This is an optimization exercise on Yosys and OpenROAD, whose aim is small area and a short achievable clock period, not a production implementation. No run shown here included a check of the RTL's function; only the layout flow was run.

==> flow/design.v <==
module multiplier_bf16 (
    input  [15:0] A,
    input  [15:0] B,
    output [15:0] P
);
    wire [7:0] ea = A[14:7];
    wire [7:0] eb = B[14:7];
    wire       sign = A[15] ^ B[15];
    wire za = ~|ea;
    wire zb = ~|eb;
    wire ma = &ea;
    wire mb = &eb;
    wire na = ma & (|A[6:0]);
    wire nb = mb & (|B[6:0]);
    wire ia = ma & ~(|A[6:0]);
    wire ib = mb & ~(|B[6:0]);
    wire [7:0] x = {1'b1, A[6:0]};
    wire [7:0] y = {1'b1, B[6:0]};
    wire [8:0] s [0:7];
    wire [7:0] c [0:7];
    wire [15:0] mp;
    genvar i, j;
    generate
        for (i = 0; i < 8; i = i + 1) begin : r0
            assign s[0][i] = x[i] & y[0];
            assign c[0][i] = 1'b0;
        end
        assign s[0][8] = 1'b0;
        assign mp[0] = s[0][0];
        for (j = 1; j < 8; j = j + 1) begin : rows
            for (i = 0; i < 8; i = i + 1) begin : cols
                wire pp = x[i] & y[j];
                wire a1 = s[j-1][i+1];
                wire a2 = c[j-1][i];
                assign s[j][i] = pp ^ a1 ^ a2;
                assign c[j][i] = (pp & a1) | (pp & a2) | (a1 & a2);
            end
            assign s[j][8] = 1'b0;
            assign mp[j] = s[j][0];
        end
        wire [8:0] rc;
        assign rc[0] = 1'b0;
        for (i = 0; i < 8; i = i + 1) begin : fin
            wire a1 = s[7][i+1];
            wire a2 = c[7][i];
            assign mp[8+i] = a1 ^ a2 ^ rc[i];
            assign rc[i+1] = (a1 & a2) | (a1 & rc[i]) | (a2 & rc[i]);
        end
    endgenerate
    wire       nrm = mp[15];
    wire [6:0] m   = nrm ? mp[14:8] : mp[13:7];
    wire [8:0] t;
    wire [8:0] tc;
    assign tc[0] = nrm;
    generate
        for (i = 0; i < 8; i = i + 1) begin : ex
            assign t[i]    = ea[i] ^ eb[i] ^ tc[i];
            assign tc[i+1] = (ea[i] & eb[i]) | (ea[i] & tc[i]) | (eb[i] & tc[i]);
        end
    endgenerate
    assign t[8] = tc[8];
    wire       uf = ~t[8] & ~t[7];                         
    wire       of = t[8] & (t[7] | (&t[6:1]));            
    wire [7:0] e  = t[7:0] - 8'd127;
    assign P = (na | nb | (ia & zb) | (ib & za)) ? 16'h7F81 :
               (ia | ib)                        ? {sign, 8'hFF, 7'b0} :
               (za | zb | uf)                   ? {sign, 15'b0} :
               of                               ? {sign, 8'hFF, 7'b0} :
                                                  {sign, e, m};
endmodule
module adder_bf16 (
    input  [15:0] A,
    input  [15:0] B,
    output [15:0] S
);
    wire       sa = A[15];
    wire       sb = B[15];
    wire [7:0] ea = A[14:7];
    wire [7:0] eb = B[14:7];
    wire za = ~|ea;
    wire zb = ~|eb;
    wire ma = &ea;
    wire mb = &eb;
    wire na = ma & (|A[6:0]);
    wire nb = mb & (|B[6:0]);
    wire ia = ma & ~(|A[6:0]);
    wire ib = mb & ~(|B[6:0]);
    wire [15:0] gc;
    assign gc[0] = 1'b1;
    genvar i;
    generate
        for (i = 0; i < 15; i = i + 1) begin : cmp
            assign gc[i+1] = (A[i] & ~B[i]) | (A[i] & gc[i]) | (~B[i] & gc[i]);
        end
    endgenerate
    wire agb = gc[15];
    wire [14:0] big   = agb ? A[14:0] : B[14:0];
    wire [14:0] sml = agb ? B[14:0] : A[14:0];
    wire        sbig  = agb ? sa : sb;
    wire [7:0]  eg    = big[14:7];
    wire [7:0] d;
    wire [8:0] dc;
    assign dc[0] = 1'b1;
    generate
        for (i = 0; i < 8; i = i + 1) begin : ds
            assign d[i]    = eg[i] ^ ~sml[7+i] ^ dc[i];
            assign dc[i+1] = (eg[i] & ~sml[7+i]) | (eg[i] & dc[i]) | (~sml[7+i] & dc[i]);
        end
    endgenerate
    wire [9:0] xs = {1'b1, sml[6:0], 2'b00};
    wire [9:0] ys = (|d[7:4]) ? 10'd0 : (xs >> d[3:0]);
    wire [9:0] xb = {1'b1, big[6:0], 2'b00};
    wire       op = sa ^ sb;
    wire [9:0] yo = ys ^ {10{op}};
    wire [10:0] sc;
    wire [10:0] sum;
    assign sc[0] = op;
    generate
        for (i = 0; i < 10; i = i + 1) begin : ad
            assign sum[i]  = xb[i] ^ yo[i] ^ sc[i];
            assign sc[i+1] = (xb[i] & yo[i]) | (xb[i] & sc[i]) | (yo[i] & sc[i]);
        end
    endgenerate
    assign sum[10] = sc[10] & ~op;
    reg [3:0] lz;
    integer k;
    always @* begin
        lz = 4'd11;
        for (k = 0; k <= 10; k = k + 1)
            if (sum[k]) lz = 4'd10 - k[3:0];
    end
    wire [10:0] ns = sum << lz;
    wire [8:0]  ex = {1'b0, eg} + 9'd1 - {5'b0, lz};
    wire zero = ~|sum;
    wire uf   = ex[8] | ~|ex;
    wire of   = &ex[7:0];
    wire [15:0] nres = zero ? 16'h0000 :
                       uf   ? {sbig, 15'b0} :
                       of   ? {sbig, 8'hFF, 7'b0} :
                              {sbig, ex[7:0], ns[9:3]};
    assign S = (na | nb | (ia & ib & (sa ^ sb))) ? 16'h7F81 :
               ia        ? A :
               ib        ? B :
               (za & zb) ? {sa & sb, 15'b0} :
               za        ? B :
               zb        ? A :
                           nres;
endmodule
module bf16_mac_tree (
    input clk,
    input reset,
    input [15:0] in0, in1, in2, in3,
    input [15:0] in4, in5, in6, in7,
    input [15:0] in8, in9, in10, in11,
    input [15:0] in12, in13, in14, in15,
    output reg [15:0] out
);
    wire [15:0] prod[0:7];
    wire [15:0] sum[0:3];
    reg  [15:0] sum_reg[0:3];
    wire [15:0] s4, s5, final_sum;
    multiplier_bf16 m0 (.A(in0),  .B(in1),  .P(prod[0]));
    multiplier_bf16 m1 (.A(in2),  .B(in3),  .P(prod[1]));
    multiplier_bf16 m2 (.A(in4),  .B(in5),  .P(prod[2]));
    multiplier_bf16 m3 (.A(in6),  .B(in7),  .P(prod[3]));
    multiplier_bf16 m4 (.A(in8),  .B(in9),  .P(prod[4]));
    multiplier_bf16 m5 (.A(in10), .B(in11), .P(prod[5]));
    multiplier_bf16 m6 (.A(in12), .B(in13), .P(prod[6]));
    multiplier_bf16 m7 (.A(in14), .B(in15), .P(prod[7]));
    adder_bf16 a0 (.A(prod[0]), .B(prod[1]), .S(sum[0]));
    adder_bf16 a1 (.A(prod[2]), .B(prod[3]), .S(sum[1]));
    adder_bf16 a2 (.A(prod[4]), .B(prod[5]), .S(sum[2]));
    adder_bf16 a3 (.A(prod[6]), .B(prod[7]), .S(sum[3]));
    reg live;
    always @(posedge clk) begin
        sum_reg[0] <= sum[0];
        sum_reg[1] <= sum[1];
        sum_reg[2] <= sum[2];
        sum_reg[3] <= sum[3];
    end
    always @(posedge clk or posedge reset) begin
        if (reset) live <= 1'b0;
        else       live <= 1'b1;
    end
    adder_bf16 a4 (.A(sum_reg[0]), .B(sum_reg[1]), .S(s4));
    adder_bf16 a5 (.A(sum_reg[2]), .B(sum_reg[3]), .S(s5));
    adder_bf16 a6 (.A(s4), .B(s5), .S(final_sum));
    always @(posedge clk or posedge reset) begin
        if (reset)
            out <= 16'b0;
        else
            out <= live ? final_sum : 16'b0;
    end
endmodule
==> flow/run.sh <==
#!/bin/bash
# synth_recipe.tcl (not shown) runs the flow's synth.tcl, then flattens the netlist and writes it again
# the make line also repeats each setting of config.mk as NAME=value (left out here)
make -C /OpenROAD-flow-scripts/flow DESIGN_CONFIG=/design/flow/config.mk WORK_HOME=/design/flow/orfs CLKGATE_MAP_FILE= SYNTH_SCRIPT=/design/flow/synth_recipe.tcl finish
==> flow/config.mk <==
export PLATFORM = sky130hd
export DESIGN_NAME = bf16_mac_tree
export DESIGN_NICKNAME = bf16_mac_tree
export VERILOG_FILES = /design/flow/design.v
export SDC_FILE = /design/flow/constraint.sdc
export NUM_CORES = 4
export LEC_CHECK = 0
export CAP_MARGIN = 20
export CORE_MARGIN = 2
export CORE_UTILIZATION = 40
export SLEW_MARGIN = 20
==> flow/constraint.sdc <==
create_clock -name core_clock -period 46.0 [get_ports {clk}]
set_input_delay 9.2000 -clock core_clock [delete_from_list [all_inputs] [get_ports {clk}]]
set_output_delay 9.2000 -clock core_clock [all_outputs]
set_load 0.01 [all_outputs]
==> results of run 1 <==
[final cells by class]
type,count,area (um^2),share of cell area [%]
clock inverter,5,40.0,0.0898
sequential,81,1710,3.83
tap,1298,1620,3.64
timing repair buffer,309,3000,6.74
inverter,804,3020,6.77
multi-input combinational,4322,34900,78.4
clock buffer,11,243,0.544
[final timing paths]
path,endpoint,slack [ns],depth (start not counted)
worst min register to register,out[12]$_DFF_PP0_,0.72,2
worst min-delay path,out[12]$_DFF_PP0_,0.72,2
worst max-delay path,sum_reg[2][3]$_SDFF_PP0_,14.47,79
min in group asynchronous,out[10]$_DFF_PP0_,9.26,2
max in group asynchronous,out[6]$_DFF_PP0_,36.24,2
worst max register to register,out[5]$_DFF_PP0_,23.09,86
[logic make-up after synthesis]
family	Yosys count
buffers and inverters	968
XOR/XNOR	199
other	1
AO/OA/AOI/OAI	1182
AND/OR/NAND/NOR	1900
flip-flops	81
multiplexers	310
adder cells (fa/ha/maj)	730
[cell usage in the layout (no fill, tap or decap), types with 24 or more instances in the layout]
master and instances:
or3_1 33, o21ai_0 232, ha_1 248, and2_1 184
xnor2_1 112, o21a_1 42, a21oi_1 286, nor3_1 123
a211o_1 30, o211ai_1 54, inv_1 787, mux2_2 59
o22ai_1 51, o21bai_1 24, nand4_1 75, a22oi_1 32
nand3_1 70, and3_1 27, fa_1 456, nor2_1 587
nor4_1 74, a211oi_1 49, a21o_1 35, xor2_1 82
or4_1 49, nor2b_1 52, dfxtp_1 64, clkdlybuf4s50_1 273
buf_4 36, mux2i_1 242, nand2_1 438, o21ai_1 24
o221ai_1 27, a31oi_1 43, a21boi_0 25, or2_2 39
nand2b_1 39
[per-stage QoR]
step / util, % / hold WS (ns)
after floorplan: - / 0.548
after global placement: 44.3 / 0.711
after detailed placement: 44.3 / 0.725
after CTS: 44.6 / 0.705
after global routing: 44.6 / 0.762
final: 44.6 / 0.719
[per-layer routing]
layer	track usage (%)	wire length (um)	vias to the layer above
met3	1.84	5230	128
met2	38.1	55300	945
met5	0	13	-
li1	-	-	18800
met1	31.0	53800	18600
met4	3.55	1650	2
[worst reg2reg max path: cells and delay by family, from the launching register on]
family	cells	cell delay [ns]
and+or+nand+nor	14	2.72
xor gates and xnor gates	5	1.84
AOI/OAI and AO/OA	27	6.52
adders and majority gates	25	8.17
DFF	1	0.49
buffers and inverters	10	1.17
muxes	5	1.80
==> metrics.md, run 1 <==
| Metric | Value |
|---|---|
| Most area-hungry cell type in the Yosys netlist | `fa_1` |
| Core ar. | `0.100 mm^2` |
| I/O pin total | `about 270` |
| Setup Fix Bufs, Post-CTS | `0` |
| Dpl hpwl | `approximately 98 mm` |
| Top FF cell, synth | `dfxtp_1` |
| Post-Synth XOR/XNOR Area | `between 4 and 5%` |
| Adder-cell area share of the yosys netlist | `31.0%` |
| Clock tree buffer depth | `2` |
| Worst Hold Class | `flop to flop` |
| First-pass GRT wire length | `between 150 and 200 mm` |
| Outcome | `complete, no violations` |
| DR pass1 iterations | `6` |
| Crit Path Max Fanout | `39` |
| Syn Nets | `6333` |
| Critical Path Sink Type | `flop` |
| Setup Viol. Count Final | `0` |
| Post-Syn Area | `roughly 0.040 mm^2` |
| Max incr delay on CP | `roughly 0.77 ns` |
| Post-CTS Resized | `0` |
| Post-synthesis simple-gate area fraction | `a little under a quarter` |
| Worst path bufs/invs | `13` |
| Final Cell Area | `between 0.04 and 0.05 mm^2` |
| Crit-path leading delay family | `adder cells` |
| Fin. max-slew vios | `0` |
| Final Worst Setup Slack | `between 10 and 15 ns` |
| Top-count cell post-synth | `inv_1` |
| Nets@finish | `between 6000 and 7000` |
| TritonCTS buffer count | `9` |
| P&R area growth vs syn | `10.7%` |
| Routed vias | `approximately 38000` |
| Final std cells w/o fill | `6830` |
| Starting Density | `between 40% and 50%` |
| Post-route DRC | `0` |
| Core Rows | `~120` |
| Synth Area in Compound Gates | `roughly a fifth` |
| Die width | `321 um` |
| Fmax | `0.0317 GHz` |
| Vias in the first global route | `~38000` |
| Setup TNS Final | `0 ns` |
| RSZ-0062 raised after global routing | `false` |
| Max-cap violations | `0` |
| Placed instance count | `6814` |
| GRT overflow | `0` |
| Cell Area, Placed | `0.0443 mm^2` |
| Number of flops mapped to enable cells by yosys | `0` |
| CP most frequent cell | `fa_1` |
| Register bit total from synthesis | `~80` |
| Antenna violations before repair | `2` |
| Worst EP arrival | `roughly 32 ns` |
| Worst Setup SP | `in8[6]` |
| Drt total wl | `around 120 mm` |
| Largest register FFs | `64` |
| CP startpoint kind | `input port` |
| Fillers | `10100` |
| Clk sink count | `between 80 and 90` |
| Fin Clk Skew | `0.0135 ns` |
| Commonest cells in the netlist | `inv_1, nor2_1, fa_1` |
| Main combinational cell family by area after synthesis | `adder cells` |
| Die Ht | `about 320 um` |
| Avg Cell Area, Syn | `approximately 7.5 um^2` |
| Clock Latency Late Sink | `0.38 ns` |
| Synth top area cells | `fa_1, ha_1, inv_1, mux2i_1, nor2_1` |
| Normalized max-slew margin | `~24%` |
| Slew @ Worst Pin | `~1.1 ns` |
| Mapped Cells | `between 5000 and 6000` |
| Slowest stage cell, crit path | `nor3_1` |
| Synth cell types | `120` |
| Synth warnings | `5` |
| Root Driver | `clkbuf_16` |
| Tmin final | `around 32 ns` |
| Area share of the largest cell type after synthesis | `a little under a quarter` |
| Clock Pin Slew Worst Setup and Hold Paths | `0.07 ns` |
| Sequential share of the synthesized area | `~4.2%` |
| Tcrit/Tclk final | `about two thirds` |
| Worst r2r src | `sum_reg[0][0]$_SDFF_PP1_` |
| Worst slack after detailed placement | `14.11 ns` |
| IO Port Bufs | `between 200 and 300` |
| N_diodes | `0` |
| Post-DRT Antenna Nets | `0` |
| Hold Buf Count CTS | `0` |
| CTS H-tree depth | `3` |
| Die area | `around 0.10 mm^2` |
| DRC marker count from the first detailed-route iteration | `~2800` |
| Total GRT Usage | `~22%` |
| Hold_sp | `live$_DFF_PP0_` |
| Drt wl/cell | `around 17 um` |
| Critical path type | `input port to flop` |
| Required time of the critical path | `46.22 ns` |
| CTS tree | `done` |
| Asr flop ratio synth | `between 20% and 30%` |
| Mux contribution to synthesized area | `slightly above 8%` |
| Largest net degree at the start of global routing | `46` |
| Routed vias/inst | `roughly 5.6` |
| Final Hold Fails | `0` |
| Share of cells above drive strength 1 | `between 4 and 5%` |
| GPL Wtd Cong | `~0.93` |
==> run 2: changes to the inputs <==
==> flow/flow/run.sh (new file) <==
#!/bin/bash
# Own layout flow: the standard flow, with an area-oriented ABC mapping and
# full-adder extraction only (no half adders) in the otherwise standard synthesis.
set -euo pipefail
W=$(pwd)
F=$W/flow
cat > $W/my_synth.tcl <<EOT
proc abc {args} {
  set i [lsearch -exact \$args -script]
  if {\$i >= 0} { set args [lreplace \$args [expr {\$i+1}] [expr {\$i+1}] $F/area.abc] }
  yosys abc {*}\$args
}
proc extract_fa {args} { yosys extract_fa -fa }
source $W/synth_recipe.tcl
EOT
bash standard.sh SYNTH_SCRIPT=$W/my_synth.tcl synth > $W/synth.log 2>&1
bash standard.sh > $W/layout.log 2>&1
==> flow/flow/area.abc (new file) <==
strash
dch
map -a
==> flow/standard.sh (new file) <==
#!/bin/bash
# synth_recipe.tcl (not shown) runs the flow's synth.tcl, then flattens the netlist and writes it again
# the make line also repeats each setting of config.mk as NAME=value (left out here)
make -C /OpenROAD-flow-scripts/flow DESIGN_CONFIG=/design/flow/config.mk WORK_HOME=/design/flow/orfs CLKGATE_MAP_FILE= SYNTH_SCRIPT=/design/flow/synth_recipe.tcl "${@:-finish}"
removed: flow/run.sh
==> metrics.md, run 2 <==
| Metric | Value |
|---|---|
| Worst Hold Class | `flop to flop` |
| Post-DRT Antenna Nets | `0 (unchanged)` |
| Setup Viol. Count Final | `0 (unchanged)` |
| GPL Wtd Cong | `0.985 (+5.7%)` |
| Tmin final | `33.15 ns (+1.62 ns)` |
| Vias in the first global route | `35600 (-5.6%)` |
| Antenna violations before repair | `0 (-2)` |
| RSZ-0062 raised after global routing | `false` |
| Fin. max-slew vios | `0 (unchanged)` |
| Fillers | `9319 (-8.1%)` |
| Max incr delay on CP | `0.72 ns (-0.05 ns)` |
| Clock Latency Late Sink | `0.38 ns (about the same)` |
| Drt wl/cell | `15.2 um (-11%)` |
| Die width | `300 um (-6.8%)` |
| Final Cell Area | `0.0396 mm^2 (-11%)` |
| Slowest stage cell, crit path | `nand2_1` |
| Avg Cell Area, Syn | `6.05 um^2 (-19%)` |
| I/O pin total | `274 (unchanged)` |
| Most area-hungry cell type in the Yosys netlist | `fa_1` |
| Area share of the largest cell type after synthesis | `26.1% (+3.5 points)` |
| Total GRT Usage | `24.1% (+1.8 points)` |
| Post-route DRC | `0 (unchanged)` |
| Sink of the worst hold path | `out[7]$_DFF_PP0_` |
| Reg2reg setup slack | `21.55 ns (-1.54 ns)` |
| GRT overflow | `0 (unchanged)` |
| Final Hold Fails | `0 (unchanged)` |
| Core ar. | `0.0866 mm^2 (-13%)` |
| Util after Layout | `45.7% (+1.1 points)` |
| DR pass1 iterations | `6 (unchanged)` |
| Most frequent cells in the layout | `clkinv_1, nor2_1, nand2_1, o21ai_0, fa_1` |
| Max-cap violations | `0 (unchanged)` |
| Worst Hold Depth | `2 (unchanged)` |
| Die Ht | `300 um (-6.8%)` |
| Nets@finish | `6793 (+4.7%)` |
| Hold Slack | `0.754 ns (+0.0347 ns)` |
| CP most frequent cell | `fa_1` |
| Die area | `0.0898 mm^2 (-13%)` |
| Root Driver | `clkbuf_16` |
| Drt total wl | `110 mm (-5.4%)` |
| CP startpoint kind | `input port` |
| Mapped Cells | `5777 (+7.6%)` |
| Clock tree buffer depth | `2 (unchanged)` |
| Critical Path Sink Type | `flop` |
| Syn Nets | `6491 (+2.5%)` |
| Clock Pin Slew Worst Setup and Hold Paths | `0.07 ns (about the same)` |
| Hold_sp | `live$_DFF_PP0_` |
| Synth top area cells | `fa_1, clkinv_1, nor2_1, nand2_1, o21ai_0` |
| CTS tree | `done` |
| Post-Syn Area | `0.0350 mm^2 (-13%)` |
| Fin Clk Skew | `0.00913 ns (-0.00439 ns)` |
| N_diodes | `0 (unchanged)` |
| Outcome | `complete, no violations` |
| Starting Density | `40.4% (+0.064 points)` |
| Commonest cells in the netlist | `clkinv_1, nor2_1, nand2_1` |
| Crit Path Max Fanout | `36 (-7.7%)` |
| Cell Area, Placed | `0.0393 mm^2 (-11%)` |
| Reg2reg end | `out[6]$_DFF_PP0_` |
| Reg2reg path depth | `120 (+40%)` |
| IO Port Bufs | `273 (unchanged)` |
| Top FF cell, synth | `dfxtp_1` |
| Share of cells above drive strength 1 | `1.36% (-3.0 points)` |
| DRC marker count from the first detailed-route iteration | `3353 (+21%)` |
| Largest net degree at the start of global routing | `43 (-6.5%)` |
| Required time of the critical path | `46.22 ns (about the same)` |
| Normalized max-slew margin | `31.6% (+7.2 points)` |
| CTS H-tree depth | `3 (unchanged)` |
| Critical path type | `input port to flop` |
| Worst r2r src | `sum_reg[3][1]$_SDFF_PP0_` |
| Routed vias | `38800 (+0.71%)` |
| Sequential share of the synthesized area | `4.88% (+0.65 points)` |
| Synth cell types | `48 (-60%)` |
| Setup Fix Bufs, Post-CTS | `0 (unchanged)` |
| Core Rows | `108 (-6.9%)` |
| Top-count cell post-synth | `clkinv_1` |
| Asr flop ratio synth | `21.0% (unchanged)` |
| Fmax | `0.0302 GHz (-4.9%)` |
| Post-CTS Resized | `0 (unchanged)` |
| Clk sink count | `81 (unchanged)` |
| TritonCTS buffer count | `9 (unchanged)` |
| Commonest non-fill, non-tap cell in the layout | `clkinv_1` |
| Synth warnings | `5 (unchanged)` |
| Slew @ Worst Pin | `1.01 ns (-0.103 ns)` |
| P&R area growth vs syn | `13.3%` |
| Register bit total from synthesis | `81 (unchanged)` |
| Worst EP arrival | `33.38 ns (+1.63 ns)` |
| Number of flops mapped to enable cells by yosys | `0 (unchanged)` |
| First-pass GRT wire length | `181 mm (-6.0%)` |
| Hold Buf Count CTS | `0 (unchanged)` |
| Tcrit/Tclk final | `72.1% (+3.5 points)` |
| Largest register FFs | `64 (unchanged)` |
| Setup TNS Final | `0 ns (unchanged)` |
| Routed vias/inst | `5.36 (-5.0%)` |
| Dpl hpwl | `95.4 mm (-2.9%)` |
[run 2: cell families (layout without fill, tap and decap cells)]
kind of cell / Yosys count / in the layout / synth area share, %
DFF: 81 / 81 / 4.88
other: 1 / 1 / 0.0107
and+or+nand+nor: 2633 / 2633 / 31.3
xor gates and xnor gates: 137 / 137 / 3.43
muxes: 9 / 9 / 0.258
adders and majority gates: 458 / 458 / 26.2
buffers and inverters: 1223 / 1529 / 13.1
AOI/OAI and AO/OA: 1235 / 1235 / 20.8
[run 2: critical path, delay by kind of cell]
kind / cells / cell delay [ns]
AO/OA/AOI/OAI: 22 / 3.87
XOR/XNOR: 3 / 0.55
adder cells (fa/ha/maj): 27 / 10.82
buffers and inverters: 17 / 3.19
AND/OR/NAND/NOR: 30 / 5.75
[run 2: area by class of cell]
type	count	area, um^2	share of cell area, %
well taps	1155	1450	3.65
flip-flops and latches	81	1710	4.31
clock buffers	11	264	0.667
inverters	1223	4590	11.6
repair buffers	291	2870	7.25
multi-input cells	4473	28700	72.4
clock inverters	4	32.5	0.0822
[run 2: through the flow]
| step | worst slack [ns] | instances |
|---|---|---|
| 2_1_floorplan | 15.50 | 5777 |
| 3_3_place_gp | 13.20 | 7222 |
| 3_5_place_dp | 12.67 | 7222 |
| 4_1_cts | 13.04 | 7237 |
| 5_1_grt | 10.79 | 7238 |
| 6_report | 12.85 | 7238 |
[run 2: metal layers]
| layer | track usage, % | routed length [um] | up-vias |
|---|---|---|---|
| li1 | - | - | 19600 |
| met3 | 2.54 | 7210 | 80 |
| met4 | 3.02 | 1170 | 0 |
| met2 | 38.0 | 47600 | 1250 |
| met1 | 36.3 | 53600 | 17800 |
| met5 | 0 | 0 | - |
[run 2: how the worst max path moves through the flow]
stage	from	end	slack, ns
3_3_place_gp	in3[1]	sum_reg[0][4]$_SDFF_PP0_	13.20
2_1_floorplan	in1[1]	sum_reg[0][0]$_SDFF_PP1_	15.50
3_5_place_dp	in15[1]	sum_reg[3][4]$_SDFF_PP0_	12.67
6_report	in15[1]	sum_reg[3][4]$_SDFF_PP0_	12.85
5_1_grt	in15[1]	sum_reg[3][4]$_SDFF_PP0_	10.79
4_1_cts	in15[1]	sum_reg[3][4]$_SDFF_PP0_	13.04

==> re-timing with driven ports <==
The results above use ideal ports. As a check the final layouts listed here were re-extracted and re-timed, cells and wires unchanged. Step 1 assumes that a clkbuf_16 drives the clock port and a buf_2 every other input. Step 2, shift: input delay + t, output delay - t, t = (earliest + latest rising clock arrival at the registers) / 2. This alone moves slack from input paths to output paths. a / b / c = ideal / step 1 / step 2; a / b = the first two.
run	t, ns	slack for setup (ns)	worst data-port slew with drivers (ns)	pins driven straight from the clock port
run 1	0.439	14.468 / 14.509 / 14.071	0.07	1
run 2	0.424	12.848 / 12.868 / 12.443	0.06	1
After both steps setup and hold are still met in every run listed. For run 2, which loses most, drivers alone change the setup slack by +0.020 ns; drivers and shift together by -0.405 ns.
